Context: an optimization exercise on an open-source flow, tuned for small area, a short achievable clock period and few clock cycles per item. The choices shown serve that exercise and are no tape-out recipe.
Where RTL was checked, it was by simulation tests only, not by an equivalence proof against the original.
Only the layout flow was run in runs 3 to 5; the RTL was not checked for function there.
Power figures rest on the tool's default switching activity, not on a simulated workload.

**flow/run.sh**
```bash
#!/bin/bash
# The standard layout (the standard.sh), with two changes:
#  * ADDER_MAP_FILE is empty, so synthesis does not extract full and half
#    adder cells; ABC maps the adders' prefix networks as ordinary logic
#  * the port buffers are plain buffers (sky130_fd_sc_hd__buf_2) instead of
#    the delay cells buffer_ports picks by default
# All of make's output goes to flow_make.log here; ORFS keeps its own
# per-step logs under orfs/logs.
set -euo pipefail
cd "$(dirname "$0")/.."
bash standard.sh "ADDER_MAP_FILE=" \
  "BUFFER_PORTS_ARGS=-buffer_cell sky130_fd_sc_hd__buf_2" finish > flow_make.log 2>&1
```
**design.v**
```verilog
module fa_padd #(parameter W = 8)
  (input [W-1:0] x, input [W-1:0] y, input ci, output [W-1:0] s, output co);
   wire [W-1:0] p0 = x ^ y;
   reg  [W-1:0] g, p;
   integer      l, i;
   always @* begin
      g = x & y;
      p = p0;
      g[0] = g[0] | (p[0] & ci);
      for (l = 0; (1 << l) < W; l = l + 1)
        for (i = 0; i < W; i = i + 1)
          if (i[l]) begin
             g[i] = g[i] | (p[i] & g[((i >> l) << l) - 1]);
             p[i] = p[i] & p[((i >> l) << l) - 1];
          end
   end
   assign s  = p0 ^ {g[W-2:0], ci};
   assign co = g[W-1];
endmodule
module float_add_module
  (
   input         clk,
   input         rstn,
   input  [31:0] a,
   input  [31:0] b,
   output [31:0] result,
   input         start_sig,
   output [3:0]  done_sig
   );
   wire        sa = a[31];
   wire        sb = b[31];
   wire [7:0]  ea = a[30:23];
   wire [7:0]  eb = b[30:23];
   wire [22:0] fa = a[22:0];
   wire [22:0] fb = b[22:0];
   wire [7:0]  dab, dba;
   wire        cab, cba;
   fa_padd #(8) u_dab (.x(ea), .y(~eb), .ci(1'b1), .s(dab), .co(cab));
   fa_padd #(8) u_dba (.x(eb), .y(~ea), .ci(1'b1), .s(dba), .co(cba));
   wire        swe  = ~cab;                 
   wire        eeq  = cab & cba;            
   wire [7:0]  d    = swe ? dba : dab;
   wire        swap = swe | (eeq & (fa < fb));
   wire        sx = swap ? sb : sa;
   wire        sy = swap ? sa : sb;
   wire [22:0] fx = swap ? fb : fa;
   wire [22:0] fy = swap ? fa : fb;
   wire [7:0]  ex = swe ? eb : ea;
   wire [23:0] sigy = {1'b1, fy};
   wire        dbig = |d[7:5];
   wire [25:0] s0 = {sigy, 2'b00};
   wire [25:0] s1 = d[0] ? {1'b0,  s0[25:1]}  : s0;
   wire [25:0] s2 = d[1] ? {2'b0,  s1[25:2]}  : s1;
   wire [25:0] s3 = d[2] ? {4'b0,  s2[25:4]}  : s2;
   wire [25:0] s4 = d[3] ? {8'b0,  s3[25:8]}  : s3;
   wire [25:0] s5 = d[4] ? {16'b0, s4[25:16]} : s4;
   wire [25:0] yw = dbig ? 26'd0 : s5;
   wire [4:0]  dm2   = d[4:0] - 5'd2;
   wire [22:0] smask = (d[4:0] < 5'd3) ? 23'd0 : ~(23'h7fffff << dm2);
   wire [22:0] sfy   = fy & smask & {21'h1fffff, ~(d[4:0] == 5'd25), ~(d[4:0] >= 5'd24)};
   wire        dlo   = (d[7:5] == 3'd0) & (d[4:0] <= 5'd25);
   wire        dmid  = ~dlo & (d <= 8'd46);
   wire        sticky = dmid | (dlo & |sfy);
   wire        quirk = sy & (d >= 8'd47);
   wire        op = sx ^ sy;
   wire        opy = op & ~quirk;
   wire [26:0] xw = {2'b01, fx, 2'b00} ^ {27{quirk}};
   wire [26:0] yv = {1'b0, yw} ^ {27{opy}};
   wire [26:0] m;
   wire        mco;
   fa_padd #(27) u_add (.x(xw), .y(yv), .ci((opy & ~sticky) | quirk), .s(m), .co(mco));
   reg  [26:0] rm;
   reg  [7:0]  rex;
   reg         rs;
   reg         busy;
   always @(posedge clk) begin
      rm  <= m;
      rex <= ex;
      rs  <= sx ^ quirk;
   end
   always @(posedge clk)
     if (!rstn)
       busy <= 1'b0;
     else
       busy <= start_sig & ~busy;
   wire [31:0] mz  = {rm, 5'b11111};
   wire        z16 = ~|mz[31:16];
   wire [15:0] q16 = z16 ? mz[15:0] : mz[31:16];
   wire        z8  = ~|q16[15:8];
   wire [7:0]  q8  = z8 ? q16[7:0] : q16[15:8];
   wire        z4  = ~|q8[7:4];
   wire [3:0]  q4  = z4 ? q8[3:0] : q8[7:4];
   wire        z2  = ~|q4[3:2];
   wire [1:0]  q2  = z2 ? q4[1:0] : q4[3:2];
   wire        z1  = ~q2[1];
   wire [4:0]  lz  = {z16, z8, z4, z2, z1};
   wire [26:0] n4 = z16 ? {rm[10:0], 16'd0} : rm;
   wire [26:0] n3 = z8  ? {n4[18:0], 8'd0} : n4;
   wire [26:0] n2 = z4  ? {n3[22:0], 4'd0} : n3;
   wire [26:0] n1 = z2  ? {n2[24:0], 2'd0} : n2;
   wire [26:0] n0 = z1  ? {n1[25:0], 1'b0} : n1;
   wire [8:0]  eq1   = {1'b0, rex} + 9'd1;
   wire        mzero = ~|rm[26:2];          
   wire [9:0]  en;
   wire        enc;
   fa_padd #(10) u_en (.x({1'b0, eq1}), .y(~{5'd0, lz}), .ci(1'b1), .s(en), .co(enc));  
   wire [22:0] frac;
   wire        fco;
   fa_padd #(23) u_rnd (.x(n0[25:3]), .y(23'd0), .ci(n0[2]), .s(frac), .co(fco));
   wire over  = ~mzero & (en[9:8] == 2'b01);
   wire under = ~mzero & (en[9:8] == 2'b11);
   wire zero  = mzero;
   assign result   = (over | under | zero) ? 32'h3F800000 : {rs, en[7:0], frac};
   assign done_sig = {over, under, zero, busy};
endmodule
```
**constraint.sdc**
```tcl
create_clock -name core_clock -period 10.0 [get_ports {clk}]
set_input_delay 2.0000 -clock core_clock [delete_from_list [all_inputs] [get_ports {clk}]]
set_output_delay 2.0000 -clock core_clock [all_outputs]
set_load 0.01 [all_outputs]
```
**config.mk**
```make
export PLATFORM = sky130hd
export DESIGN_NAME = float_add_module
export DESIGN_NICKNAME = float_add_module
export VERILOG_FILES = /design/flow/design.v
export SDC_FILE = /design/flow/constraint.sdc
export NUM_CORES = 4
export LEC_CHECK = 0
export ABC_AREA = 1
export CAP_MARGIN = 20
export CORE_MARGIN = 2
export CORE_UTILIZATION = 40
export SLEW_MARGIN = 20
```
**standard.sh**
```bash
#!/bin/bash
# synth_recipe.tcl (not shown) runs the flow's synth.tcl, then flattens the netlist and writes it again
# the make line also repeats each setting of config.mk as NAME=value (left out here)
make -C /OpenROAD-flow-scripts/flow DESIGN_CONFIG=/design/flow/config.mk WORK_HOME=/design/flow/orfs CLKGATE_MAP_FILE= SYNTH_SCRIPT=/design/flow/synth_recipe.tcl "${@:-finish}"
```
==> impl_results.rst, run 1 <==
.. list-table::
   :header-rows: 1

   * - Metric
     - Value
   * - Maximum clock rate
     - about 140 MHz
   * - Routed length on met1
     - 12.13 mm
   * - Clock H-tree levels
     - 2
   * - Main synth FF type
     - sky130_fd_sc_hd__dfxtp_1
   * - Met2 routed wirelength
     - 13.12 mm
   * - Total congestion overflow
     - 0
   * - Max-slew violations
     - 0
   * - Final setup violation count
     - 0
   * - CP Max Fanout
     - 38
   * - First-pass DRT Iterations
     - 7
   * - Antenna diode count
     - 0
   * - HPWL after detailed placement
     - roughly 23 mm
   * - Cell types with the largest area share after synthesis
     - sky130_fd_sc_hd__nand2_1 (26%), sky130_fd_sc_hd__nand3_1 (14%), sky130_fd_sc_hd__dfxtp_1 (8.1%)
   * - Post-synthesis async set-or-reset flop share
     - 0
   * - Portion of the post-synthesis area used by sequential elements
     - 0.08082
   * - Hold bufs inserted after CTS
     - 0
   * - Worst EP required
     - 8.00 ns
   * - Number of global-route vias before repair
     - 9922
   * - Standard-cell rows
     - 55
   * - Combinational power share
     - 0.837
   * - Cell seen most often among critical-path stages
     - sky130_fd_sc_hd__nand2_1
   * - Cell type with the highest aggregate area in the netlist
     - sky130_fd_sc_hd__nand2_1
   * - DR vias/cell
     - 5.120
   * - Remaining antenna violation count
     - 0
   * - Antenna violations before repair
     - 0
   * - Path type of the worst setup path
     - reg -> out
   * - Total number of vias
     - 10890
   * - Hold Vio Cnt, Final
     - 0
   * - Reg2reg start
     - busy$_SDFF_PN0_
   * - Max Used Layer
     - met4
   * - Final critical delay including setup and external delays
     - 7.394 ns
   * - Later-pin clock latency in the skew report
     - 0.28 ns
   * - Slowest cell on the critical path
     - sky130_fd_sc_hd__a21oi_4
   * - Number of max-capacitance violations reported
     - 0
   * - Post-route DRC violation count
     - 0
   * - Worst-case register-to-register setup slack
     - ~9.5 ns
   * - Remaining max-slew budget at the tightest pin
     - 0.4202
   * - IO Pins
     - 103
   * - RePlAce Congestion
     - 0.9615
   * - Register share of total power
     - 0.095
   * - Number of DRC markers after the initial detailed-route iteration
     - between 600 and 700
   * - Share of layout cells above drive strength 1
     - 0.1384
   * - Internal power contribution
     - 1069 uW
   * - Sort of element at the end of the critical path
     - output pin
   * - Wire length after detailed routing
     - 27.45 mm
   * - Largest voltage drop on the vdd net
     - around 140 uV
   * - Worst Hold Path Cells
     - 1
   * - Worst-case hold path end point
     - busy$_SDFF_PN0_
   * - R2r endpoint
     - busy$_SDFF_PN0_
   * - Worst reg2reg path depth
     - 1
   * - Vertical extent of the die
     - between 150 and 200 um
   * - Number of storage elements in the synthesis netlist
     - 37
   * - Outcome
     - complete, no violations
   * - Fraction of power consumed by the clock network
     - 0.068
   * - Standard cell core area
     - 22570 um^2
   * - Clk pin slew, worst setup/hold paths
     - about 0.06 ns
   * - Share of the clock period used by the worst path after layout
     - 0.7394
   * - Dominant delay contributor by cell family on the critical path
     - simple AND/OR/NAND/NOR gates
   * - Slew at the pin closest to its max-slew limit
     - 0.8618 ns
   * - Fill count
     - 2609
   * - Post-CTS setup buffers
     - 0
   * - Mapped Area
     - 9165 um^2
   * - Number of instances in the synthesized netlist
     - 1800
   * - Num CTS Buffers
     - 5
   * - CTS tree
     - built
   * - Class of the tightest hold or removal check
     - reg -> reg
   * - Start point of the worst hold path
     - busy$_SDFF_PN0_
   * - Lkg Pwr
     - 0.005514 uW
   * - Area Growth Syn to Fin
     - 6.403%
   * - Global-route wire length before repair
     - 46.33 mm
   * - Endpoint arrival time on the critical path
     - approximately 5.4 ns
   * - Maximum clock skew at final layout
     - 0 ns
   * - Routed wire length on met3
     - 1.188 mm
   * - Number of flops mapped to enable cells by yosys
     - 0
   * - Aggregate negative setup slack
     - 0 ns
   * - Syn Nets
     - around 1900
   * - Total of buffers placed on input and output ports
     - 102
   * - DIE WIDTH
     - about 160 um
   * - GRT Resource Usage Total
     - 0.2275
   * - Number of buffers on the longest clock path
     - 2
   * - Net switching fraction of the power
     - 0.5934
   * - Total power draw
     - 2628 uW
   * - Setup repair after global routing missed its margin
     - no
   * - YS warnings
     - 5
   * - Critical Path Source Type
     - flip-flop
   * - Die Area
     - 24140 um^2
   * - Power density of the placed cells
     - 269.5 nW/um^2
   * - CP max stage delay
     - roughly 0.48 ns
   * - Number of clock sinks
     - 37
   * - Root Driver
     - sky130_fd_sc_hd__clkbuf_16
   * - Number of unique standard cell types used by synthesis
     - 51
   * - Post-cts repair resize count
     - 0
   * - Switching power
     - 1560 uW
   * - Starting density of the core
     - 0.4060
   * - Final Net Count
     - around 1900
   * - Proportion of netlist area held by the largest area contributor
     - 0.2638
   * - Buffering stage count on the worst path with inverters included
     - 6
   * - Largest net degree at the start of global routing
     - 79
   * - Post-synthesis area per instance
     - 5.092 um^2
   * - WL/cell
     - roughly 13 um
[layout by cell type (no fill, tap or decap), types with 4 or more instances in the layout]
master                        n
sky130_fd_sc_hd__nand2_4      8
sky130_fd_sc_hd__o21a_1       7
sky130_fd_sc_hd__xnor2_1     18
sky130_fd_sc_hd__nor3_1      12
sky130_fd_sc_hd__o21ai_0     95
sky130_fd_sc_hd__nand2_2     45
sky130_fd_sc_hd__inv_1      197
sky130_fd_sc_hd__nand3b_1     6
sky130_fd_sc_hd__xor2_1      49
sky130_fd_sc_hd__buf_2      102
sky130_fd_sc_hd__a31oi_1      7
sky130_fd_sc_hd__nor2_1     144
sky130_fd_sc_hd__or2_1        4
sky130_fd_sc_hd__nand2_1    644
sky130_fd_sc_hd__nor2_2      12
sky130_fd_sc_hd__nand3_2     15
sky130_fd_sc_hd__o211ai_1     6
sky130_fd_sc_hd__o22ai_1      4
sky130_fd_sc_hd__nor2_4       9
sky130_fd_sc_hd__o21bai_1     5
sky130_fd_sc_hd__o21ai_1     17
sky130_fd_sc_hd__a21oi_1     32
sky130_fd_sc_hd__clkbuf_16    5
sky130_fd_sc_hd__nand3_1    254
sky130_fd_sc_hd__a21oi_2      4
sky130_fd_sc_hd__inv_2       36
sky130_fd_sc_hd__nand4_1     32
sky130_fd_sc_hd__dfxtp_1     37
[final cells by class]
class | count | area, um^2 | share of cell area
Timing Repair Buffer | 106 | 548.0 | 0.05620
Multi-Input combinational cell | 1455 | 7042 | 0.7221
Tap cell | 285 | 356.6 | 0.03657
Clock inverter | 2 | 37.54 | 0.003849
Inverter | 236 | 888.4 | 0.09110
Clock buffer | 6 | 138.9 | 0.01424
Sequential cell | 37 | 740.7 | 0.07596
[layer usage]
layer  vias to the layer above  GRT usage
met5                         -          0
met4                         0    0.08694
met3                        72    0.01309
met2                       315     0.4149
met1                      4730     0.2802
li1                       5773          -
[power by group through the flow]
stage	clock network [uW]	logic, uW	registers [uW]
6_report	180	2200	250
5_1_grt	188	2530	257
4_1_cts	183	2200	251
3_5_place_dp	0	2190	254
3_3_place_gp	0	2170	251
2_1_floorplan	0	1740	238
[cells in the mapped netlist (3+ instances only)]
master / instances
sky130_fd_sc_hd__a21boi_0: 3
sky130_fd_sc_hd__a21oi_1: 32
sky130_fd_sc_hd__a21oi_2: 4
sky130_fd_sc_hd__a31oi_1: 7
sky130_fd_sc_hd__buf_1: 5
sky130_fd_sc_hd__buf_2: 26
sky130_fd_sc_hd__buf_4: 14
sky130_fd_sc_hd__buf_6: 17
sky130_fd_sc_hd__clkbuf_1: 9
sky130_fd_sc_hd__dfxtp_1: 37
sky130_fd_sc_hd__inv_1: 197
sky130_fd_sc_hd__inv_2: 36
sky130_fd_sc_hd__nand2_1: 644
sky130_fd_sc_hd__nand2_2: 45
sky130_fd_sc_hd__nand2_4: 8
sky130_fd_sc_hd__nand3_1: 254
sky130_fd_sc_hd__nand3_2: 15
sky130_fd_sc_hd__nand3b_1: 6
sky130_fd_sc_hd__nand4_1: 32
sky130_fd_sc_hd__nor2_1: 144
sky130_fd_sc_hd__nor2_2: 12
sky130_fd_sc_hd__nor2_4: 9
sky130_fd_sc_hd__nor3_1: 12
sky130_fd_sc_hd__nor4_1: 3
sky130_fd_sc_hd__o211ai_1: 6
sky130_fd_sc_hd__o21a_1: 7
sky130_fd_sc_hd__o21ai_0: 95
sky130_fd_sc_hd__o21ai_1: 17
sky130_fd_sc_hd__o21bai_1: 5
sky130_fd_sc_hd__o22ai_1: 4
sky130_fd_sc_hd__or2_1: 4
sky130_fd_sc_hd__xnor2_1: 18
sky130_fd_sc_hd__xor2_1: 49
[metrics by stage]
stage	hold WS, ns	area (um^2)	util	setup slack, ns	cells
detailed placement	0.3958	9560	0.4236	2.911	2118
global route	0.4313	9752	0.4320	1.892	2127
finish	0.4005	9752	0.4320	2.606	2127
CTS	0.4036	9737	0.4314	2.606	2126
floorplan	0.3907	9165	-	4.794	1800
global placement	0.3918	9560	0.4236	3.026	2118
[worst max path at each step]
stage              startpoint  slack (ns)         end  cells past startpoint
2_1_floorplan  rm[14]$_DFF_P_        4.79  result[10]                     27
4_1_cts        rm[14]$_DFF_P_        2.61  result[29]                     31
3_5_place_dp   rm[14]$_DFF_P_        2.91  result[29]                     31
3_3_place_gp   rm[14]$_DFF_P_        3.03  result[29]                     31
6_report       rm[23]$_DFF_P_        2.61  result[17]                     30
5_1_grt        rm[14]$_DFF_P_        1.89  result[28]                     31
[state kept, by name, summed over array words and instances, names as in the netlist]
name and flops:
rm 27, rex 8, busy 1, rs 1
[cells by family after synthesis]
family	share of synthesized area
AND/OR/NAND/NOR	0.5838
buffers and inverters	0.1509
AO/OA/AOI/OAI	0.1188
XOR/XNOR	0.06580
flip-flops	0.08082
Testbench counts, summed over its fixed seeds: cycles 4,096, items 2,048.
==> run 2: changes to the inputs <==
--- a/config.mk
+++ b/config.mk
@@ -10,3 +10,4 @@
 export CORE_MARGIN = 2
 export CORE_UTILIZATION = 40
+export SETUP_SLACK_MARGIN = 4
 export SLEW_MARGIN = 20
==> run 2 against run 1 <==
  * Final cell count rose by 5.0%
  * Hold slack about the same
  * Wire length grew 19%
  * First-iteration DRC count up 32%
  * Combinational power is 34% higher
  * Flip-flop and latch count did not move
  * Critical endpoint is now result[10]
  * Largest cell class unchanged
  * Largest power group unchanged
  * Highest routed layer unchanged
==> impl_results.rst, run 2 <==
.. list-table::
   :header-rows: 1

   * - Metric
     - Value
   * - Critical Path Source Type
     - flip-flop
   * - Class of the tightest hold or removal check
     - reg -> reg
   * - Syn Nets
     - 1867
   * - Wire length after detailed routing
     - ~33 mm
   * - RePlAce Congestion
     - 0.9615
   * - Starting density of the core
     - 0.4060
   * - Final standard cell count with taps included and fillers excluded
     - 2233
   * - Number of clock sinks
     - 37
   * - Post-route cell area
     - between 10000 and 15000 um^2
   * - Number of flops mapped to enable cells by yosys
     - 0
   * - Hold Vio Cnt, Final
     - 0
   * - Biggest register
     - rm
   * - Remaining max-slew budget at the tightest pin
     - 0.3579
   * - Leading cell type in the layout, fill and taps excluded
     - sky130_fd_sc_hd__nand2_1
   * - Total congestion overflow
     - 0
   * - Outcome
     - complete, no violations
   * - Proportion of netlist area held by the largest area contributor
     - 0.2638
   * - Post-route DRC violation count
     - 0
   * - Root Driver
     - sky130_fd_sc_hd__clkbuf_16
   * - DR vias/cell
     - 5.319
   * - Most frequent cells in the layout
     - sky130_fd_sc_hd__nand2_1 (611), sky130_fd_sc_hd__nand3_1 (247), sky130_fd_sc_hd__inv_1 (193)
   * - Regs by FF count
     - rm: 27 flops, rex: 8 flops
   * - Endpoint arrival time on the critical path
     - 4.10 ns
   * - Max reg flops
     - 27
   * - Number of unique standard cell types used by synthesis
     - 51
   * - Power density of the placed cells
     - 291.2 nW/um^2
   * - DIE WIDTH
     - around 160 um
   * - Post-detailed-placement cell area
     - 9560 um^2
   * - Aggregate negative setup slack
     - 0 ns
   * - Setup repair after global routing missed its margin
     - yes
   * - Largest voltage drop on the vdd net
     - roughly 190 uV
   * - CTS tree
     - built
   * - Standard-cell rows
     - 55
   * - Largest net degree at the start of global routing
     - 40
   * - Standard cell core area
     - approximately 23000 um^2
   * - HPWL after detailed placement
     - ~23 mm
   * - Worst EP required
     - 8.00 ns
   * - Final Util
     - 0.5162
   * - IO Pins
     - approximately 100
   * - Number of DRC markers after the initial detailed-route iteration
     - 923
   * - Remaining antenna violation count
     - 0
   * - Cell count after placement
     - between 2000 and 2500
   * - Final critical delay including setup and external delays
     - 6.103 ns
   * - Count leader, synth
     - sky130_fd_sc_hd__nand2_1
   * - Fill count
     - 2336
   * - Share of the clock period used by the worst path after layout
     - 0.6103
   * - Post-synthesis async set-or-reset flop share
     - 0
   * - Number of max-capacitance violations reported
     - 0
   * - Total number of vias
     - 11880
   * - Num CTS Buffers
     - 5
   * - Area Growth Syn to Fin
     - 27.14%
   * - Later-pin clock latency in the skew report
     - 0.28 ns
   * - Vertical extent of the die
     - 155.4 um
   * - Number of instances in the synthesized netlist
     - 1800
   * - Share of layout cells above drive strength 1
     - 0.2408
   * - Antenna violations before repair
     - 0
   * - Number of buffers on the longest clock path
     - 2
   * - Lkg Pwr
     - approximately 0.0063 uW
   * - Number of storage elements in the synthesis netlist
     - 37
   * - Mapped Area
     - 9165 um^2
   * - Slowest cell on the critical path
     - sky130_fd_sc_hd__dfxtp_4
   * - WL/cell
     - 14.64 um
   * - Antenna diode count
     - 0
   * - Final Net Count
     - 2014
   * - Hold bufs inserted after CTS
     - 0
   * - Global-route wire length before repair
     - 51.00 mm
   * - Maximum clock rate
     - 163.9 MHz
   * - Clock H-tree levels
     - 2
   * - Cell type with the highest aggregate area in the netlist
     - sky130_fd_sc_hd__nand2_1
   * - Portion of the post-synthesis area used by sequential elements
     - 0.08082
   * - Total of buffers placed on input and output ports
     - 102
   * - Clk pin slew, worst setup/hold paths
     - approximately 0.050 ns
   * - Commonest cells in the synthesized netlist
     - sky130_fd_sc_hd__nand2_1 (644), sky130_fd_sc_hd__nand3_1 (254), sky130_fd_sc_hd__inv_1 (197), sky130_fd_sc_hd__nor2_1 (144), sky130_fd_sc_hd__o21ai_0 (95)
   * - GRT Resource Usage Total
     - 0.2526
   * - Post-synthesis area per instance
     - ~5.1 um^2
   * - YS warnings
     - 5
   * - Sort of element at the end of the critical path
     - output pin
   * - Cell seen most often among critical-path stages
     - sky130_fd_sc_hd__nand2_2
   * - CP max stage delay
     - 0.35 ns
   * - Maximum clock skew at final layout
     - 0 ns
   * - Final setup violation count
     - 0
   * - Die Area
     - 24140 um^2
   * - Number of global-route vias before repair
     - roughly 11000
   * - CP Max Fanout
     - 6
   * - Max-slew violations
     - 0
   * - Cell types with the largest area share after synthesis
     - sky130_fd_sc_hd__nand2_1 (26%), sky130_fd_sc_hd__nand3_1 (14%), sky130_fd_sc_hd__dfxtp_1 (8.1%)
   * - Slew at the pin closest to its max-slew limit
     - 0.9544 ns
   * - Path type of the worst setup path
     - reg -> out
   * - Main synth FF type
     - sky130_fd_sc_hd__dfxtp_1
   * - First-pass DRT Iterations
     - 6
[run 2: kinds of logic (layout without fill, tap and decap cells)]
kind of cell              after synthesis  after routing  synth area share
AOI/OAI and AO/OA                     190            191            0.1188
xor gates and xnor gates               68             68           0.06580
and+or+nand+nor                      1197           1213            0.5838
buffers and inverters                 308            439            0.1509
DFF                                    37             37           0.08082
[run 2: where the power goes]
| group | switching (uW) | leakage (uW) | total, uW | internal, uW |
|---|---|---|---|---|
| Combinational | 1820 | 0.00592 | 2950 | 1140 |
| Sequential | 41.2 | 0.000312 | 262 | 221 |
| Clock | 54.7 | 0.0000831 | 179 | 124 |
| Total | 1910 | 0.00632 | 3390 | 1480 |
[run 2: final cells by class]
type                            count  area (um^2)  area share
Clock buffer                        6        138.9     0.01192
Clock inverter                      2        37.54    0.003221
Inverter                          236        996.0     0.08547
Multi-Input combinational cell   1472         7868      0.6752
Sequential cell                    37        757.0     0.06496
Tap cell                          285        356.6     0.03060
Timing Repair Buffer              193         1484      0.1273
Timing Repair inverter              2        15.01    0.001289
[run 2: path summary, 6_finish.rpt]
kind	from	endpoint	slack, ns	cells after the start
worst max-delay path	rm[23]$_DFF_P_	result[10]	3.90	32
worst max register to register	busy$_SDFF_PN0_	busy$_SDFF_PN0_	9.54	1
worst min register to register	busy$_SDFF_PN0_	busy$_SDFF_PN0_	0.40	1
worst min-delay path	busy$_SDFF_PN0_	busy$_SDFF_PN0_	0.40	1
[run 2: metrics by stage]
stage	worst slack (ns)	hold WS, ns	power (uW)
6_report	3.897	0.4003	3393
3_3_place_gp	3.026	0.3918	2426
3_5_place_dp	2.911	0.3958	2447
5_1_grt	3.681	0.4313	3727
4_1_cts	3.929	0.4036	3058
2_1_floorplan	4.794	0.3907	1982
[run 2: worst max-delay path, delay by kind of cell, from the launching register on]
family	cells	cell delay, ns
xor gates and xnor gates	1	0.16
DFF	1	0.35
buffers and inverters	9	1.13
and+or+nand+nor	19	1.88
AOI/OAI and AO/OA	3	0.26
[run 2: timing repair]
item	CTS	global route
endpoints found under the setup margin	53	52
resized for setup	130	131
setup buffers	55	29
gates cloned	15	8
pin swaps	27	50
[run 2: layer usage]
layer | share of wire | track usage | wire length, um | up-vias
li1 | - | - | - | 6026
met1 | 0.40 | 0.2978 | 12910 | 5251
met2 | 0.50 | 0.4640 | 16200 | 474
met3 | 0.051 | 0.01253 | 1668 | 127
met4 | 0.058 | 0.1276 | 1903 | 0
met5 | 0 | 0 | 0 | -
==> run 3: changes to the inputs <==
--- a/design.v
+++ b/design.v
@@ -1,4 +1,5 @@
 module fa_padd #(parameter W = 8)
   (input [W-1:0] x, input [W-1:0] y, input ci, output [W-1:0] s, output co);
+   localparam L = $clog2(W);
    wire [W-1:0] p0 = x ^ y;
    reg  [W-1:0] g, p;
@@ -8,5 +9,5 @@
       p = p0;
       g[0] = g[0] | (p[0] & ci);
-      for (l = 0; (1 << l) < W; l = l + 1)
+      for (l = 0; l < L; l = l + 1)
         for (i = 0; i < W; i = i + 1)
           if (i[l]) begin
--- a/config.mk
+++ b/config.mk
@@ -10,4 +10,3 @@
 export CORE_MARGIN = 2
 export CORE_UTILIZATION = 40
-export SETUP_SLACK_MARGIN = 4
 export SLEW_MARGIN = 20
==> run 3 against run 2 <==
  * First-iteration DRC count shrank 24%
  * Core utilization shrank 8.4 points
  * Die area is the same
  * Final cell count shrank 4.7%
  * Power shrank 23%
  * Flip-flop and latch count is the same
  * Highest routed layer unchanged
  * Clock power is essentially flat
==> impl_results.rst, run 3 <==
.. list-table::
   :header-rows: 1

   * - Metric
     - Value
   * - Remaining antenna violation count
     - 0
   * - CP Max Fanout
     - 38
   * - Clk pin slew, worst setup/hold paths
     - around 0.06 ns
   * - Wire length after detailed routing
     - 27.45 mm
   * - Global-route wire length before repair
     - approximately 46 mm
   * - Antenna violations before repair
     - 0
   * - Buffering stage count on the worst path with inverters included
     - 6
   * - Final critical delay including setup and external delays
     - 7.394 ns
   * - Total number of vias
     - 10890
   * - Dominant delay contributor by cell family on the critical path
     - simple AND/OR/NAND/NOR gates
   * - Sort of element at the end of the critical path
     - output pin
   * - Lkg Pwr
     - 0.005514 uW
   * - Setup repair after global routing missed its margin
     - no
   * - Slew at the pin closest to its max-slew limit
     - 0.8618 ns
   * - Number of flops mapped to enable cells by yosys
     - 0
   * - Critical Path Source Type
     - flip-flop
   * - GRT Resource Usage Total
     - 0.2275
   * - RePlAce Congestion
     - 0.9615
   * - Num CTS Buffers
     - 5
   * - Antenna diode count
     - 0
   * - CP max stage delay
     - 0.48 ns
   * - Die Area
     - 24140 um^2
   * - Area Growth Syn to Fin
     - 6.403%
   * - Maximum clock rate
     - 135.2 MHz
   * - Total of buffers placed on input and output ports
     - 102
   * - Seq. cell area
     - approximately 740 um^2
   * - Hold bufs inserted after CTS
     - 0
   * - Standard-cell rows
     - 55
   * - Max reg flops
     - 27
   * - Hold_ws
     - between 0.4 and 0.5 ns
   * - Most frequent cells in the layout
     - sky130_fd_sc_hd__nand2_1 (644), sky130_fd_sc_hd__nand3_1 (254), sky130_fd_sc_hd__inv_1 (197)
   * - YS warnings
     - 5
   * - Power density of the placed cells
     - ~270 nW/um^2
   * - Standard cell core area
     - 22570 um^2
   * - IO Pins
     - 103
   * - Syn Nets
     - 1867
   * - Number of buffers on the longest clock path
     - 2
   * - CTS tree
     - built
   * - Fill count
     - 2609
   * - Cell types with the largest area share after synthesis
     - sky130_fd_sc_hd__nand2_1 (26%), sky130_fd_sc_hd__nand3_1 (14%), sky130_fd_sc_hd__dfxtp_1 (8.1%)
   * - Number of clock sinks
     - 37
   * - Number of max-capacitance violations reported
     - 0
   * - Post-synthesis async set-or-reset flop share
     - 0
   * - Hold Vio Cnt, Final
     - 0
   * - Path type of the worst setup path
     - reg -> out
   * - Slowest cell on the critical path
     - sky130_fd_sc_hd__a21oi_4
   * - Final setup violation count
     - 0
   * - First-pass DRT Iterations
     - 7
   * - Count leader, synth
     - sky130_fd_sc_hd__nand2_1
   * - Max-slew violations
     - 0
   * - Post-placement setup slack
     - 2.911 ns
   * - Total congestion overflow
     - 0
   * - Vertical extent of the die
     - 155.4 um
   * - Number of storage elements in the synthesis netlist
     - 37
   * - Commonest cells in the synthesized netlist
     - sky130_fd_sc_hd__nand2_1 (644), sky130_fd_sc_hd__nand3_1 (254), sky130_fd_sc_hd__inv_1 (197), sky130_fd_sc_hd__nor2_1 (144), sky130_fd_sc_hd__o21ai_0 (95)
   * - WL/cell
     - 12.90 um
   * - Number of unique standard cell types used by synthesis
     - 51
   * - Setup slack of the critical path after layout
     - 2.606 ns
   * - Share of layout cells above drive strength 1
     - 0.1384
   * - Biggest register
     - rm
   * - Remaining max-slew budget at the tightest pin
     - 0.4202
   * - Root Driver
     - sky130_fd_sc_hd__clkbuf_16
   * - Worst EP required
     - 8.00 ns
   * - Later-pin clock latency in the skew report
     - 0.28 ns
   * - Aggregate negative setup slack
     - 0 ns
   * - Number of instances in the synthesized netlist
     - 1800
   * - Final Net Count
     - 1908
   * - Largest net degree at the start of global routing
     - a little under 80
   * - HPWL after detailed placement
     - 22.89 mm
   * - Share of the clock period used by the worst path after layout
     - 0.7394
   * - Outcome
     - complete, no violations
   * - Class of the tightest hold or removal check
     - reg -> reg
   * - Largest voltage drop on the vdd net
     - 136.4 uV
   * - Regs by FF count
     - rm: 27 flops, rex: 8 flops
   * - Post-cts repair resize count
     - 0
   * - Final standard cell count with taps included and fillers excluded
     - roughly 2100
   * - DR vias/cell
     - 5.120
   * - Number of global-route vias before repair
     - 9922
   * - DIE WIDTH
     - around 160 um
   * - Endpoint arrival time on the critical path
     - 5.39 ns
   * - Clock H-tree levels
     - 2
   * - Post-route DRC violation count
     - 0
   * - Mapped Area
     - ~9000 um^2
   * - Multi-input logic area
     - approximately 7000 um^2
   * - Post-synthesis area per instance
     - between 5 and 6 um^2
   * - Main synth FF type
     - sky130_fd_sc_hd__dfxtp_1
   * - Cell count after placement
     - approximately 2100
   * - Post-CTS setup buffers
     - 0
   * - Leading cell type in the layout, fill and taps excluded
     - sky130_fd_sc_hd__nand2_1
   * - Cell seen most often among critical-path stages
     - sky130_fd_sc_hd__nand2_1
   * - Maximum clock skew at final layout
     - 0 ns
   * - Total power draw
     - 2628 uW
   * - Number of DRC markers after the initial detailed-route iteration
     - between 600 and 700
   * - Portion of the post-synthesis area used by sequential elements
     - 0.08082
   * - Proportion of netlist area held by the largest area contributor
     - 0.2638
   * - Starting density of the core
     - 0.4060
   * - Cell type with the highest aggregate area in the netlist
     - sky130_fd_sc_hd__nand2_1
-- run 3: cell counts after synthesis --
No cell type changed its count.
-- run 3: path summary, 6_finish.rpt --
path / startpoint / end / slack [ns] / cells past startpoint
max: rm[23]$_DFF_P_ / result[17] / 2.61 / 30
min: busy$_SDFF_PN0_ / busy$_SDFF_PN0_ / 0.40 / 1
max reg2reg: busy$_SDFF_PN0_ / busy$_SDFF_PN0_ / 9.54 / 1
min reg2reg: busy$_SDFF_PN0_ / busy$_SDFF_PN0_ / 0.40 / 1
-- run 3: power breakdown --
part	total (uW)	internal (uW)	switching (uW)
clock network	180	124	55.5
registers	250	215	34.7
logic	2200	729	1470
-- run 3: kinds of logic after synthesis --
family                    after synthesis  share of synthesized area
xor gates and xnor gates               68                    0.06580
AOI/OAI and AO/OA                     190                     0.1188
DFF                                    37                    0.08082
buffers and inverters                 308                     0.1509
and+or+nand+nor                      1197                     0.5838
-- run 3: through the flow --
step / utilization / area, um^2
floorplan: - / 9165
global placement: 0.4236 / 9560
CTS: 0.4314 / 9737
detailed placement: 0.4236 / 9560
global route: 0.4320 / 9752
finish: 0.4320 / 9752
-- run 3: cell type report --
| cell class | instances | share of cell area |
|---|---|---|
| clock buffer | 6 | 0.01424 |
| tap | 285 | 0.03657 |
| multi-input combinational | 1455 | 0.7221 |
| timing repair buffer | 106 | 0.05620 |
| clock inverter | 2 | 0.003849 |
| inverter | 236 | 0.09110 |
| sequential | 37 | 0.07596 |
-- run 3: routing by layer --
layer | global-route usage | vias up | wire length, um
met4 | 0.08694 | 0 | 1005
met3 | 0.01309 | 72 | 1188
met1 | 0.2802 | 4730 | 12130
met5 | 0 | - | 0
li1 | - | 5773 | -
met2 | 0.4149 | 315 | 13120
==> run 4: changes to the inputs <==
--- a/config.mk
+++ b/config.mk
@@ -10,3 +10,4 @@
 export CORE_MARGIN = 2
 export CORE_UTILIZATION = 40
+export SETUP_SLACK_MARGIN = 1.5
 export SLEW_MARGIN = 20
==> run 4 against run 3 <==
  * Sequential power is essentially flat
  * Wire length is the same
  * Worst setup slack is the same
  * Power is the same
  * Register-to-register slack is essentially flat
  * Global-route usage is the same
  * Core utilization is the same
  * Critical path type unchanged
  * Critical endpoint unchanged
  * Largest cell class unchanged
==> impl_results.rst, run 4 <==
.. list-table::
   :header-rows: 1

   * - Metric
     - Value
   * - Final Net Count
     - 1908
   * - First-pass DRT Iterations
     - 7
   * - Global Route met1 Usage
     - 0.2802
   * - Vertical extent of the die
     - 155.4 um
   * - Standard-cell rows
     - 55
   * - Later-pin clock latency in the skew report
     - 0.28 ns
   * - Number of DRC markers after the initial detailed-route iteration
     - 697
   * - Count leader, synth
     - sky130_fd_sc_hd__nand2_1
   * - IO Pins
     - 103
   * - Total number of vias
     - 10890
   * - Cell types with the largest area share after synthesis
     - sky130_fd_sc_hd__nand2_1 (26%), sky130_fd_sc_hd__nand3_1 (14%), sky130_fd_sc_hd__dfxtp_1 (8.1%)
   * - Starting density of the core
     - 0.4060
   * - Commonest cells in the synthesized netlist
     - sky130_fd_sc_hd__nand2_1 (644), sky130_fd_sc_hd__nand3_1 (254), sky130_fd_sc_hd__inv_1 (197), sky130_fd_sc_hd__nor2_1 (144), sky130_fd_sc_hd__o21ai_0 (95)
   * - Global-route wire length before repair
     - 46.33 mm
   * - Post-route DRC violation count
     - 0
   * - Most crowded layer after global routing
     - met2
   * - Final setup violation count
     - 0
   * - Clk pin slew, worst setup/hold paths
     - 0.06 ns
   * - Max reg flops
     - 27
   * - Maximum clock rate
     - 135.2 MHz
   * - Maximum clock skew at final layout
     - 0 ns
   * - Aggregate negative setup slack
     - 0 ns
   * - Path type of the worst setup path
     - reg -> out
   * - Biggest register
     - rm
   * - Cell type with the highest aggregate area in the netlist
     - sky130_fd_sc_hd__nand2_1
   * - CTS tree
     - built
   * - Setup repair after global routing missed its margin
     - no
   * - Total of buffers placed on input and output ports
     - a little over 100
   * - Class of the tightest hold or removal check
     - reg -> reg
   * - Standard cell core area
     - approximately 23000 um^2
   * - Wire length after detailed routing
     - 27.45 mm
   * - Total congestion overflow
     - 0
   * - Post-synthesis async set-or-reset flop share
     - 0
   * - Max-slew violations
     - 0
   * - Cell seen most often among critical-path stages
     - sky130_fd_sc_hd__nand2_1
   * - Number of flops mapped to enable cells by yosys
     - 0
   * - Share of layout cells above drive strength 1
     - 0.1384
   * - Antenna violations before repair
     - 0
   * - GRT Resource Usage Total
     - 0.2275
   * - Most frequent cells in the layout
     - sky130_fd_sc_hd__nand2_1 (644), sky130_fd_sc_hd__nand3_1 (254), sky130_fd_sc_hd__inv_1 (197)
   * - CP Max Fanout
     - 38
   * - Leading cell type in the layout, fill and taps excluded
     - sky130_fd_sc_hd__nand2_1
   * - Sort of element at the end of the critical path
     - output pin
   * - Worst reg2reg path depth
     - 1
   * - Area Growth Syn to Fin
     - 6.403%
   * - Clock H-tree levels
     - 2
   * - Number of unique standard cell types used by synthesis
     - 51
   * - Number of global-route vias before repair
     - 9922
   * - Power density of the placed cells
     - 269.5 nW/um^2
   * - Endpoint arrival time on the critical path
     - 5.39 ns
   * - Crit path launch
     - rm[23]$_DFF_P_
   * - DR vias/cell
     - 5.120
   * - Reg2reg start
     - busy$_SDFF_PN0_
   * - Largest voltage drop on the vdd net
     - 136.4 uV
   * - Post-synthesis area per instance
     - 5.092 um^2
   * - Proportion of netlist area held by the largest area contributor
     - 0.2638
   * - Worst EP required
     - 8.00 ns
   * - Timing endpoint of the critical path
     - result[17]
   * - Hold Vio Cnt, Final
     - 0
   * - Post-placement setup slack
     - 2.911 ns
   * - Number of instances in the synthesized netlist
     - 1800
   * - Total power draw
     - 2628 uW
   * - Portion of the post-synthesis area used by sequential elements
     - 0.08082
   * - CP max stage delay
     - 0.48 ns
   * - Number of storage elements in the synthesis netlist
     - 37
   * - YS warnings
     - 5
   * - Remaining antenna violation count
     - 0
   * - Number of buffers on the longest clock path
     - 2
   * - Share of the clock period used by the worst path after layout
     - 0.7394
   * - Worst-case register-to-register setup slack
     - 9.54 ns
   * - WL/cell
     - 12.90 um
   * - Die Area
     - 24140 um^2
   * - Post-cts repair resize count
     - 0
   * - Syn Nets
     - around 1900
   * - Number of clock sinks
     - 37
   * - Antenna diode count
     - 0
   * - Remaining max-slew budget at the tightest pin
     - 0.4202
   * - Largest net degree at the start of global routing
     - 79
   * - Root Driver
     - sky130_fd_sc_hd__clkbuf_16
   * - Final critical delay including setup and external delays
     - 7.394 ns
   * - Num CTS Buffers
     - 5
   * - Lkg Pwr
     - between 0.005 and 0.006 uW
   * - HPWL after detailed placement
     - 22.89 mm
   * - Setup slack of the critical path after layout
     - 2.606 ns
   * - Main synth FF type
     - sky130_fd_sc_hd__dfxtp_1
   * - Post-CTS setup buffers
     - 0
   * - Hold bufs inserted after CTS
     - 0
   * - Critical Path Source Type
     - flip-flop
   * - Regs by FF count
     - rm: 27 flops, rex: 8 flops
   * - RePlAce Congestion
     - between 0.9 and 1
   * - Outcome
     - complete, no violations
   * - Mapped Area
     - 9165 um^2
   * - Slowest cell on the critical path
     - sky130_fd_sc_hd__a21oi_4
   * - Slew at the pin closest to its max-slew limit
     - between 0.8 and 0.9 ns
   * - R2r endpoint
     - busy$_SDFF_PN0_
   * - Met3 track demand over resource
     - 0.01309
   * - DIE WIDTH
     - approximately 160 um
   * - Met2 Usage GRT
     - 0.4149
   * - Number of max-capacitance violations reported
     - 0
-- run 4: cell counts in the layout (fill, tap and decap cells not counted) --
No cell type changed its count.
-- run 4: power by group --
group          switching (uW)  internal, uW  total [uW]  leakage, uW
registers                34.7           215         250     0.000311
clock network            55.5           124         180    0.0000831
logic                    1470           729        2200      0.00512
total                    1560          1070        2630      0.00551
-- run 4: cell families after synthesis --
family                    synth area share
and+or+nand+nor                     0.5838
xor gates and xnor gates           0.06580
AOI/OAI and AO/OA                   0.1188
DFF                                0.08082
buffers and inverters               0.1509
-- run 4: stage by stage --
step | area [um^2] | cells | hold slack [ns] | utilization
6_report | 9752 | 2127 | 0.4005 | 0.4320
5_1_grt | 9752 | 2127 | 0.4313 | 0.4320
4_1_cts | 9737 | 2126 | 0.4036 | 0.4314
3_5_place_dp | 9560 | 2118 | 0.3958 | 0.4236
3_3_place_gp | 9560 | 2118 | 0.3918 | 0.4236
2_1_floorplan | 9165 | 1800 | 0.3907 | -
-- run 4: worst min-delay path by stage --
stage                                from         endpoint  slack (ns)  cells after the start
after global routing      busy$_SDFF_PN0_  busy$_SDFF_PN0_        0.43                      1
after detailed placement  busy$_SDFF_PN0_  busy$_SDFF_PN0_        0.40                      1
after global placement    busy$_SDFF_PN0_  busy$_SDFF_PN0_        0.39                      1
after CTS                 busy$_SDFF_PN0_  busy$_SDFF_PN0_        0.40                      1
after floorplan           busy$_SDFF_PN0_  busy$_SDFF_PN0_        0.39                      1
final                     busy$_SDFF_PN0_  busy$_SDFF_PN0_        0.40                      1
-- run 4: layout make-up --
cell class	count	area, um^2
sequential	37	740.7
fill	2609	12820
tap	285	356.6
clock inverter	2	37.54
multi-input combinational	1455	7042
inverter	236	888.4
timing repair buffer	106	548.0
clock buffer	6	138.9
-- run 4: critical path, delay by kind of cell (launching register included) --
family                 cells  cell delay [ns]
AO/OA/AOI/OAI              3             0.83
buffers and inverters      6             1.26
flip-flops                 1             0.36
AND/OR/NAND/NOR           21             2.63
-- run 4: metal layers --
layer	part of all wire	wire [um]
met1	0.44	12130
met2	0.48	13120
met3	0.043	1188
met4	0.037	1005
met5	0	0
==> run 5: changes to the inputs <==
--- a/config.mk
+++ b/config.mk
@@ -9,5 +9,4 @@
 export CAP_MARGIN = 20
 export CORE_MARGIN = 2
-export CORE_UTILIZATION = 40
-export SETUP_SLACK_MARGIN = 1.5
+export CORE_UTILIZATION = 55
 export SLEW_MARGIN = 20
==> run 5 against run 4 <==
  * Still clean on timing, DRC and antenna
  * Power fell by 1.8%
  * Sequential share of layout area is 0.10 points higher
  * Die area is 27% lower
  * Cell area is 1.3% lower
  * Critical path depth increased by 1
  * Hold slack worse by 0.0013 ns
  * Clock-buffer cell count rose by 2
  * Combinational power about the same
  * Worst setup slack got worse by 0.019 ns
  * Highest routed layer unchanged
==> impl_results.rst, run 5 <==
.. list-table::
   :header-rows: 1

   * - Metric
     - Value
   * - HPWL after detailed placement
     - 21.83 mm
   * - Worst EP required
     - 8.00 ns
   * - Hold bufs inserted after CTS
     - 0
   * - Met2 routed wirelength
     - between 10 and 15 mm
   * - Path type of the worst setup path
     - reg -> out
   * - Syn Nets
     - 1867
   * - Number of buffers on the longest clock path
     - 2
   * - Final Util
     - 0.5865
   * - RePlAce Congestion
     - 1.014
   * - Number of unique standard cell types used by synthesis
     - 51
   * - Proportion of netlist area held by the largest area contributor
     - 0.2638
   * - Seq. cell area
     - ~740 um^2
   * - Maximum clock rate
     - 134.9 MHz
   * - Slew at the pin closest to its max-slew limit
     - 0.9505 ns
   * - Outcome
     - complete, no violations
   * - Cell type with the highest aggregate area in the netlist
     - sky130_fd_sc_hd__nand2_1
   * - GRT Resource Usage Total
     - 0.2925
   * - Leading cell type in the layout, fill and taps excluded
     - sky130_fd_sc_hd__nand2_1
   * - Standard-cell rows
     - 47
   * - Number of global-route vias before repair
     - 9456
   * - Most frequent cells in the layout
     - sky130_fd_sc_hd__nand2_1 (644), sky130_fd_sc_hd__nand3_1 (254), sky130_fd_sc_hd__inv_1 (197)
   * - Number of clock sinks
     - 37
   * - Global-route wire length before repair
     - around 43 mm
   * - Clk pin slew, worst setup/hold paths
     - 0.05 ns
   * - Final Net Count
     - 1908
   * - Lkg Pwr
     - 0.005494 uW
   * - Sort of element at the end of the critical path
     - output pin
   * - Number of max-capacitance violations reported
     - 0
   * - Final standard cell count with taps included and fillers excluded
     - 2062
   * - Cell count after placement
     - ~2100
   * - Fill count
     - between 1500 and 2000
   * - Power density of the placed cells
     - 268.2 nW/um^2
   * - Share of layout cells above drive strength 1
     - 0.1368
   * - Post-detailed-placement cell area
     - between 9000 and 10000 um^2
   * - CTS tree
     - built
   * - Number of instances in the synthesized netlist
     - 1800
   * - Crit path launch
     - rm[23]$_DFF_P_
   * - Root Driver
     - sky130_fd_sc_hd__clkbuf_16
   * - Antenna violations before repair
     - 0
   * - Num CTS Buffers
     - 5
   * - Biggest register
     - rm
   * - Multi-input logic area
     - 7042 um^2
   * - Endpoint arrival time on the critical path
     - ~5.4 ns
   * - Die Area
     - 17710 um^2
   * - Antenna diode count
     - 0
   * - Start point of the worst hold path
     - busy$_SDFF_PN0_
   * - Cell seen most often among critical-path stages
     - sky130_fd_sc_hd__nand2_1
   * - Standard cell core area
     - about 16000 um^2
   * - Routed wire length on met3
     - about 1.2 mm
   * - Cell types with the largest area share after synthesis
     - sky130_fd_sc_hd__nand2_1 (26%), sky130_fd_sc_hd__nand3_1 (14%), sky130_fd_sc_hd__dfxtp_1 (8.1%)
   * - Total of buffers placed on input and output ports
     - 102
   * - Share of the clock period used by the worst path after layout
     - 0.7412
   * - Number of DRC markers after the initial detailed-route iteration
     - 750
   * - Number of storage elements in the synthesis netlist
     - 37
   * - Reg2reg start
     - busy$_SDFF_PN0_
   * - Clock H-tree levels
     - 2
   * - Post-synthesis area per instance
     - between 5 and 6 um^2
   * - Hold Vio Cnt, Final
     - 0
   * - Later-pin clock latency in the skew report
     - 0.28 ns
   * - WL/cell
     - 12.76 um
   * - Slowest cell on the critical path
     - sky130_fd_sc_hd__nor2_4
   * - Post-route cell area
     - 9623 um^2
   * - Remaining max-slew budget at the tightest pin
     - 0.3605
   * - Post-route DRC violation count
     - 0
   * - Vertical extent of the die
     - roughly 130 um
   * - Post-CTS setup buffers
     - 0
   * - Portion of the post-synthesis area used by sequential elements
     - 0.08082
   * - Main synth FF type
     - sky130_fd_sc_hd__dfxtp_1
   * - First-pass DRT Iterations
     - 6
   * - Max Used Layer
     - met4
   * - Hold_ws
     - 0.3992 ns
   * - Remaining antenna violation count
     - 0
   * - Class of the tightest hold or removal check
     - reg -> reg
   * - Largest voltage drop on the vdd net
     - 162.8 uV
   * - Wire length after detailed routing
     - 26.32 mm
   * - Final critical delay including setup and external delays
     - 7.412 ns
   * - Number of flops mapped to enable cells by yosys
     - 0
   * - Largest net degree at the start of global routing
     - 79
   * - DIE WIDTH
     - between 100 and 150 um
   * - Count leader, synth
     - sky130_fd_sc_hd__nand2_1
   * - Post-synthesis async set-or-reset flop share
     - 0
   * - Area Growth Syn to Fin
     - 4.997%
   * - Maximum clock skew at final layout
     - 0 ns
   * - Critical Path Source Type
     - flip-flop
   * - Regs by FF count
     - rm: 27 flops, rex: 8 flops
   * - Total congestion overflow
     - 0
   * - Aggregate negative setup slack
     - 0 ns
   * - Total number of vias
     - 10830
   * - Starting density of the core
     - 0.5586
   * - Mapped Area
     - between 9000 and 10000 um^2
   * - CP max stage delay
     - around 0.48 ns
   * - Commonest cells in the synthesized netlist
     - sky130_fd_sc_hd__nand2_1 (644), sky130_fd_sc_hd__nand3_1 (254), sky130_fd_sc_hd__inv_1 (197), sky130_fd_sc_hd__nor2_1 (144), sky130_fd_sc_hd__o21ai_0 (95)
   * - Final setup violation count
     - 0
   * - IO Pins
     - 103
   * - DR vias/cell
     - 5.252
   * - Setup repair after global routing missed its margin
     - no
   * - Max reg flops
     - 27
   * - Max-slew violations
     - 0
   * - Routed length on met1
     - about 11 mm
   * - CP Max Fanout
     - 38
   * - YS warnings
     - 5
   * - Post-cts repair resize count
     - 0
[run 5: cell counts after synthesis]
Identical to the previous run, type by type.
[run 5: path summary, 6_finish.rpt]
kind	to	slack (ns)	depth (start not counted)
worst max-delay path	result[29]	2.59	31
worst min-delay path	busy$_SDFF_PN0_	0.40	1
worst max register to register	busy$_SDFF_PN0_	9.54	1
worst min register to register	busy$_SDFF_PN0_	0.40	1
[run 5: kinds of logic after synthesis]
group / after synthesis / share of synthesized area
AOI/OAI and AO/OA: 190 / 0.1188
DFF: 37 / 0.08082
and+or+nand+nor: 1197 / 0.5838
buffers and inverters: 308 / 0.1509
xor gates and xnor gates: 68 / 0.06580
[run 5: metrics by stage]
step,setup slack [ns],power (uW)
after floorplan,4.794,1982
after global placement,2.961,2406
after detailed placement,2.876,2425
after CTS,2.560,2577
after global routing,1.852,2894
final,2.588,2581
[run 5: area by class of cell]
type                            instances  share of cell area
Clock buffer                            8             0.01417
Inverter                              236             0.09232
Multi-Input combinational cell       1455              0.7318
Sequential cell                        37             0.07697
Tap cell                              220             0.02860
Timing Repair Buffer                  106             0.05617
[run 5: critical path, delay by kind of cell (launching register included)]
kind	cells	cell delay [ns]
AOI/OAI and AO/OA	1	0.23
buffers and inverters	7	1.55
DFF	1	0.35
and+or+nand+nor	23	2.99
[run 5: metal layers]
layer | vias up | global-route usage
met1 | 4672 | 0.3529
met2 | 296 | 0.5348
li1 | 5794 | -
met4 | 0 | 0.1219
met5 | - | 0
met3 | 68 | 0.01992
[run 5: power breakdown]
| part | switching [uW] | leakage [uW] | internal [uW] |
|---|---|---|---|
| Combinational | 1460 | 0.00512 | 729 |
| Sequential | 34.9 | 0.000311 | 215 |
| Clock | 53.8 | 0.0000652 | 92.5 |
==> run 6: changes to the inputs <==
--- a/design.v
+++ b/design.v
@@ -1,5 +1,4 @@
 module fa_padd #(parameter W = 8)
   (input [W-1:0] x, input [W-1:0] y, input ci, output [W-1:0] s, output co);
-   localparam L = $clog2(W);
    wire [W-1:0] p0 = x ^ y;
    reg  [W-1:0] g, p;
@@ -9,9 +8,14 @@
       p = p0;
       g[0] = g[0] | (p[0] & ci);
-      for (l = 0; l < L; l = l + 1)
-        for (i = 0; i < W; i = i + 1)
-          if (i[l]) begin
-             g[i] = g[i] | (p[i] & g[((i >> l) << l) - 1]);
-             p[i] = p[i] & p[((i >> l) << l) - 1];
+      for (l = 1; (1 << (l - 1)) < W; l = l + 1)
+        for (i = (1 << l) - 1; i < W; i = i + (1 << l)) begin
+           g[i] = g[i] | (p[i] & g[i - (1 << (l - 1))]);
+           p[i] = p[i] & p[i - (1 << (l - 1))];
+        end
+      for (l = 8; l > 0; l = l - 1)
+        if ((1 << l) <= 2 * W)
+          for (i = (1 << l) + (1 << (l - 1)) - 1; i < W; i = i + (1 << l)) begin
+             g[i] = g[i] | (p[i] & g[i - (1 << (l - 1))]);
+             p[i] = p[i] & p[i - (1 << (l - 1))];
           end
    end
--- a/config.mk
+++ b/config.mk
@@ -9,4 +9,4 @@
 export CAP_MARGIN = 20
 export CORE_MARGIN = 2
-export CORE_UTILIZATION = 55
+export CORE_UTILIZATION = 40
 export SLEW_MARGIN = 20
==> run 6 against run 5 <==
  * Clock power grew 36%
  * Highest routed layer unchanged
  * Wire length shrank 0.40%
  * Synthesized cell count is 6.1% lower
  * Register-to-register slack about the same
  * Critical path type unchanged
  * Clock skew is the same
  * Critical endpoint is now result[21]
==> impl_results.rst, run 6 <==
.. list-table::
   :header-rows: 1

   * - Metric
     - Value
   * - Max reg flops
     - 27
   * - DR vias/cell
     - 5.025
   * - Worst reg2reg path depth
     - 1
   * - Outcome
     - complete, no violations
   * - Later-pin clock latency in the skew report
     - 0.28 ns
   * - Fraction of power consumed by the clock network
     - 0.076
   * - WL/cell
     - around 13 um
   * - Final Util
     - 0.4339
   * - IO Pins
     - a little over 100
   * - Portion of the post-synthesis area used by sequential elements
     - 0.08457
   * - Routed length on met1
     - about 12 mm
   * - Sort of element at the end of the critical path
     - output pin
   * - Seq. cell area
     - 740.7 um^2
   * - Commonest cells in the synthesized netlist
     - sky130_fd_sc_hd__nand2_1 (600), sky130_fd_sc_hd__nand3_1 (214), sky130_fd_sc_hd__inv_1 (172), sky130_fd_sc_hd__nor2_1 (149), sky130_fd_sc_hd__o21ai_0 (85)
   * - Final critical delay including setup and external delays
     - 7.165 ns
   * - Clk pin slew, worst setup/hold paths
     - roughly 0.050 ns
   * - Number of global-route vias before repair
     - 8980
   * - Largest voltage drop on the vdd net
     - 101.1 uV
   * - Clock H-tree levels
     - 2
   * - Post-route DRC violation count
     - 0
   * - Aggregate negative setup slack
     - 0 ns
   * - Maximum clock skew at final layout
     - 0 ns
   * - Slowest cell on the critical path
     - sky130_fd_sc_hd__nand2_2
   * - Multi-input logic area
     - 6797 um^2
   * - Number of buffers on the longest clock path
     - 2
   * - Standard-cell rows
     - 54
   * - Maximum clock rate
     - 139.6 MHz
   * - HPWL after detailed placement
     - ~22 mm
   * - Biggest register
     - rm
   * - Root Driver
     - sky130_fd_sc_hd__clkbuf_16
   * - Area Growth Syn to Fin
     - 7.443%
   * - Power density of the placed cells
     - 277.5 nW/um^2
   * - Hold Vio Cnt, Final
     - 0
   * - Remaining antenna violation count
     - 0
   * - Fill count
     - 2450
   * - Standard cell core area
     - roughly 22000 um^2
   * - Critical Path Source Type
     - flip-flop
   * - Num CTS Buffers
     - 5
   * - Mapped Area
     - 8758 um^2
   * - Met2 routed wirelength
     - 12.39 mm
   * - Crit path launch
     - rm[23]$_DFF_P_
   * - Worst EP required
     - 8.00 ns
   * - Levels on crit path
     - 25
   * - Number of flops mapped to enable cells by yosys
     - 0
   * - Setup repair after global routing missed its margin
     - no
   * - Antenna violations before repair
     - 0
   * - DIE WIDTH
     - 152.0 um
   * - Leading cell type in the layout, fill and taps excluded
     - sky130_fd_sc_hd__nand2_1
   * - Final setup violation count
     - 0
   * - Number of instances in the synthesized netlist
     - 1690
   * - CTS tree
     - built
   * - Die Area
     - 23090 um^2
   * - Total of buffers placed on input and output ports
     - roughly 100
   * - Post-synthesis async set-or-reset flop share
     - 0
   * - Most frequent cells in the layout
     - sky130_fd_sc_hd__nand2_1 (600), sky130_fd_sc_hd__nand3_1 (214), sky130_fd_sc_hd__inv_1 (172)
   * - Number of storage elements in the synthesis netlist
     - 37
   * - Vertical extent of the die
     - approximately 150 um
   * - Max-slew violations
     - 0
   * - Count leader, synth
     - sky130_fd_sc_hd__nand2_1
   * - Post-cts repair resize count
     - 0
   * - Dominant delay contributor by cell family on the critical path
     - simple AND/OR/NAND/NOR gates
   * - Starting density of the core
     - 0.4038
   * - Number of clock sinks
     - 37
   * - Total congestion overflow
     - 0
   * - Number of max-capacitance violations reported
     - 0
   * - Class of the tightest hold or removal check
     - reg -> reg
   * - Cell types with the largest area share after synthesis
     - sky130_fd_sc_hd__nand2_1 (26%), sky130_fd_sc_hd__nand3_1 (12%), sky130_fd_sc_hd__dfxtp_1 (8.5%)
   * - Regs by FF count
     - rm: 27 flops, rex: 8 flops
   * - Wire length after detailed routing
     - 26.22 mm
   * - Largest net degree at the start of global routing
     - between 70 and 80
   * - RePlAce Congestion
     - about 0.96
   * - Internal power contribution
     - 1110 uW
   * - CP max stage delay
     - between 0.3 and 0.4 ns
   * - Cell type with the highest aggregate area in the netlist
     - sky130_fd_sc_hd__nand2_1
   * - Timing endpoint of the critical path
     - result[21]
   * - CP Max Fanout
     - 35
   * - Remaining max-slew budget at the tightest pin
     - 0.5189
   * - Final standard cell count with taps included and fillers excluded
     - 2019
   * - Switching power
     - 1501 uW
   * - R2r endpoint
     - busy$_SDFF_PN0_
   * - Max Used Layer
     - met4
   * - Worst-case register-to-register setup slack
     - 9.54 ns
   * - Number of unique standard cell types used by synthesis
     - 53
   * - Path type of the worst setup path
     - reg -> out
   * - Total number of vias
     - 10150
   * - Setup slack of the critical path after layout
     - roughly 2.8 ns
   * - Reg2reg start
     - busy$_SDFF_PN0_
   * - Lkg Pwr
     - between 0.005 and 0.006 uW
   * - Post-synthesis area per instance
     - around 5.2 um^2
   * - Slew at the pin closest to its max-slew limit
     - 0.7208 ns
   * - Start point of the worst hold path
     - busy$_SDFF_PN0_
   * - Cell count after placement
     - 2011
   * - Register share of total power
     - 0.098
   * - Routed wire length on met3
     - approximately 770 um
   * - YS warnings
     - 5
   * - Endpoint arrival time on the critical path
     - 5.16 ns
   * - Proportion of netlist area held by the largest area contributor
     - 0.2571
   * - Share of layout cells above drive strength 1
     - 0.1449
   * - Global-route wire length before repair
     - between 40 and 50 mm
   * - Final Net Count
     - 1805
   * - Hold bufs inserted after CTS
     - 0
   * - Share of the clock period used by the worst path after layout
     - 0.7165
   * - Combinational power share
     - 0.826
   * - Post-placement setup slack
     - 3.092 ns
   * - GRT Resource Usage Total
     - 0.2195
   * - Buffering stage count on the worst path with inverters included
     - 4
   * - Syn Nets
     - roughly 1800
   * - Post-CTS setup buffers
     - 0
   * - Net switching fraction of the power
     - 0.5750
   * - First-pass DRT Iterations
     - 5
   * - Main synth FF type
     - sky130_fd_sc_hd__dfxtp_1
   * - Antenna diode count
     - 0
   * - Number of DRC markers after the initial detailed-route iteration
     - 574
[run 6: changes by cell type after synthesis, sizes merged, moves of 6 or more]
cell    previous run  this run
inv              234       214
nand3b             6        12
nand2            697       645
buf               63        51
xor2              49        57
nand3            270       220
o21ai            116       139
[run 6: final cells by class]
class,count,share of cell area
multi-input combinational,1377,0.7222
inverter,214,0.08616
sequential,37,0.07871
timing repair buffer,103,0.05505
tap,280,0.03723
clock buffer,5,0.01330
clock inverter,3,0.007313
[run 6: logic make-up (layout without fill, tap and decap cells)]
family	Yosys count	after routing	synth area share
xor+xnor	81	81	0.08271
buf+inv	276	325	0.1397
compound gates	199	199	0.1266
flops	37	37	0.08457
simple gates	1097	1097	0.5664
[run 6: power by group through the flow]
stage	registers, uW	logic, uW	clock network, uW
global route	262	2450	212
global placement	257	2150	0
floorplan	246	1710	0
CTS	255	2160	204
detailed placement	259	2160	0
finish	255	2160	199
[run 6: worst min-delay path by stage]
| stage | end | cells after the start | slack, ns |
|---|---|---|---|
| floorplan | busy$_SDFF_PN0_ | 1 | 0.39 |
| global placement | busy$_SDFF_PN0_ | 1 | 0.39 |
| detailed placement | busy$_SDFF_PN0_ | 1 | 0.40 |
| CTS | busy$_SDFF_PN0_ | 1 | 0.41 |
| global route | busy$_SDFF_PN0_ | 1 | 0.44 |
| finish | busy$_SDFF_PN0_ | 1 | 0.40 |
[run 6: per-layer routing]
layer / global-route usage / vias up
met5: 0 / -
met4: 0.09257 / 0
met3: 0.004564 / 54
met2: 0.3825 / 257
met1: 0.2864 / 4383
li1: - / 5452
[run 6: stage by stage]
step                hold WS (ns)  power (uW)  instance area (um^2)
finish                    0.4019        2611                  9410
CTS                       0.4096        2623                  9410
detailed placement        0.4018        2417                  9216
floorplan                 0.3907        1952                  8758
global placement          0.3910        2403                  9216
global route              0.4377        2927                  9410
Testbench counts of run 6, summed over its fixed seeds: cycles 4,096, items 2,048.
==> run 7: changes to the inputs <==
--- a/config.mk
+++ b/config.mk
@@ -10,3 +10,4 @@
 export CORE_MARGIN = 2
 export CORE_UTILIZATION = 40
+export SETUP_SLACK_MARGIN = 3.0
 export SLEW_MARGIN = 20
==> run 7 against run 6 <==
  * Still clean on timing, DRC and antenna
  * Clock skew unchanged
  * Register-to-register slack about the same
  * Flip-flop and latch count unchanged
  * Final cell count increased by 0.79%
  * Critical path depth increased by 1
  * Cell area increased by 2.2%
  * Critical path type unchanged
  * Highest routed layer unchanged
==> impl_results.rst, run 7 <==
.. list-table::
   :header-rows: 1

   * - Metric
     - Value
   * - Cell types with the largest area share after synthesis
     - sky130_fd_sc_hd__nand2_1 (26%), sky130_fd_sc_hd__nand3_1 (12%), sky130_fd_sc_hd__dfxtp_1 (8.5%)
   * - Power density of the placed cells
     - 280.2 nW/um^2
   * - Post-synthesis area per instance
     - 5.182 um^2
   * - HPWL after detailed placement
     - 22.13 mm
   * - Number of storage elements in the synthesis netlist
     - 37
   * - Standard cell core area
     - 21690 um^2
   * - Largest voltage drop on the vdd net
     - between 100 and 150 uV
   * - Max-slew violations
     - 0
   * - Path type of the worst setup path
     - reg -> out
   * - Number of DRC markers after the initial detailed-route iteration
     - 632
   * - First-pass DRT Iterations
     - 7
   * - Final Net Count
     - 1821
   * - Total of buffers placed on input and output ports
     - 102
   * - Final critical delay including setup and external delays
     - between 6 and 7 ns
   * - CTS tree
     - built
   * - CP Max Fanout
     - 18
   * - Count leader, synth
     - sky130_fd_sc_hd__nand2_1
   * - Post-detailed-placement cell area
     - between 9000 and 10000 um^2
   * - IO Pins
     - 103
   * - Post-synthesis async set-or-reset flop share
     - 0
   * - Total power draw
     - 2695 uW
   * - Antenna diode count
     - 0
   * - Final setup violation count
     - 0
   * - Dominant delay contributor by cell family on the critical path
     - simple AND/OR/NAND/NOR gates
   * - Number of instances in the synthesized netlist
     - roughly 1700
   * - GRT Resource Usage Total
     - 0.2196
   * - Leading cell type in the layout, fill and taps excluded
     - sky130_fd_sc_hd__nand2_1
   * - Global-route wire length before repair
     - 43.26 mm
   * - CP max stage delay
     - approximately 0.29 ns
   * - RePlAce Congestion
     - 0.9592
   * - Number of flops mapped to enable cells by yosys
     - 0
   * - Hold bufs inserted after CTS
     - 0
   * - YS warnings
     - 5
   * - Endpoint arrival time on the critical path
     - between 4 and 5 ns
   * - Share of the clock period used by the worst path after layout
     - 0.6596
   * - Later-pin clock latency in the skew report
     - between 0.2 and 0.3 ns
   * - Wire length after detailed routing
     - 27.32 mm
   * - Syn Nets
     - 1757
   * - Buffering stage count on the worst path with inverters included
     - 4
   * - Main synth FF type
     - sky130_fd_sc_hd__dfxtp_1
   * - Post-route cell area
     - 9617 um^2
   * - Portion of the post-synthesis area used by sequential elements
     - 0.08457
   * - Share of layout cells above drive strength 1
     - 0.1538
   * - Number of clock sinks
     - 37
   * - Maximum clock skew at final layout
     - 0 ns
   * - Class of the tightest hold or removal check
     - reg -> reg
   * - Cell seen most often among critical-path stages
     - sky130_fd_sc_hd__nand2_1
   * - DIE WIDTH
     - 152.0 um
   * - WL/cell
     - 13.42 um
   * - Remaining max-slew budget at the tightest pin
     - 0.4900
   * - Vertical extent of the die
     - 152.0 um
   * - Critical Path Source Type
     - flip-flop
   * - Num CTS Buffers
     - 5
   * - Remaining antenna violation count
     - 0
   * - Aggregate negative setup slack
     - 0 ns
   * - Slowest cell on the critical path
     - sky130_fd_sc_hd__dfxtp_1
   * - Number of max-capacitance violations reported
     - 0
   * - Number of global-route vias before repair
     - approximately 9000
   * - Max reg flops
     - 27
   * - Most frequent cells in the layout
     - sky130_fd_sc_hd__nand2_1 (601), sky130_fd_sc_hd__nand3_1 (214), sky130_fd_sc_hd__inv_1 (172)
   * - Setup slack of the critical path after layout
     - 3.404 ns
   * - Antenna violations before repair
     - 0
   * - Biggest register
     - rm
   * - Total number of vias
     - 10330
   * - Number of buffers on the longest clock path
     - 2
   * - Regs by FF count
     - rm: 27 flops, rex: 8 flops
   * - Outcome
     - complete, no violations
   * - Root Driver
     - sky130_fd_sc_hd__clkbuf_16
   * - Largest net degree at the start of global routing
     - between 70 and 80
   * - Commonest cells in the synthesized netlist
     - sky130_fd_sc_hd__nand2_1 (600), sky130_fd_sc_hd__nand3_1 (214), sky130_fd_sc_hd__inv_1 (172), sky130_fd_sc_hd__nor2_1 (149), sky130_fd_sc_hd__o21ai_0 (85)
   * - Clk pin slew, worst setup/hold paths
     - 0.05 ns
run 7: cell counts after synthesis:
Identical to the previous run, type by type.
run 7: cell families after synthesis:
family	count (synthesis)	synth area share
AO/OA/AOI/OAI	199	0.1266
XOR/XNOR	81	0.08271
buffers and inverters	276	0.1397
flip-flops	37	0.08457
AND/OR/NAND/NOR	1097	0.5664
run 7: area by class of cell:
| class | count | area [um^2] |
|---|---|---|
| inverter | 214 | 818.3 |
| tap | 280 | 350.3 |
| fill | 2441 | 12070 |
| clock buffer | 5 | 125.1 |
| multi-input combinational | 1384 | 6930 |
| clock inverter | 3 | 68.82 |
| timing repair buffer | 112 | 583.1 |
| sequential | 37 | 740.7 |
run 7: worst paths after layout:
| path | endpoint | slack [ns] | from | cells after the start |
|---|---|---|---|---|
| max | result[20] | 3.40 | rm[21]$_DFF_P_ | 26 |
| max reg2reg | busy$_SDFF_PN0_ | 9.54 | busy$_SDFF_PN0_ | 1 |
| min | busy$_SDFF_PN0_ | 0.40 | busy$_SDFF_PN0_ | 1 |
| min reg2reg | busy$_SDFF_PN0_ | 0.40 | busy$_SDFF_PN0_ | 1 |
run 7: timing repair:
item                       in CTS  in global routing
cloned                          0                  7
setup buffers                   2                  7
setup endpoints to repair      25                 32
pin swaps                       1                 10
gates resized for setup         2                 16
run 7: routing by layer:
metal,up-vias,GRT usage,wire length (um)
met5,-,0,0
met3,58,0.004564,863
met1,4486,0.2861,12280
li1,5505,-,-
met4,0,0.09034,949
met2,276,0.3842,13230
run 7: through the flow:
step,std cells,util
2_1_floorplan,1690,-
3_3_place_gp,2011,0.4249
3_5_place_dp,2011,0.4249
4_1_cts,2021,0.4349
5_1_grt,2035,0.4434
6_report,2035,0.4434
run 7: report_power, final:
group          leakage, uW  internal [uW]  switching, uW
registers         0.000312            219           37.3
clock network    0.0000944            143           55.7
logic              0.00505            781           1460

Setup slack of run 7, layout unchanged: 3.404 ns with ideal ports, 3.367 ns with driving cells assumed (clock clkbuf_16, inputs buf_2), 3.269 ns with port delays also shifted by the 0.314 ns mid clock arrival.
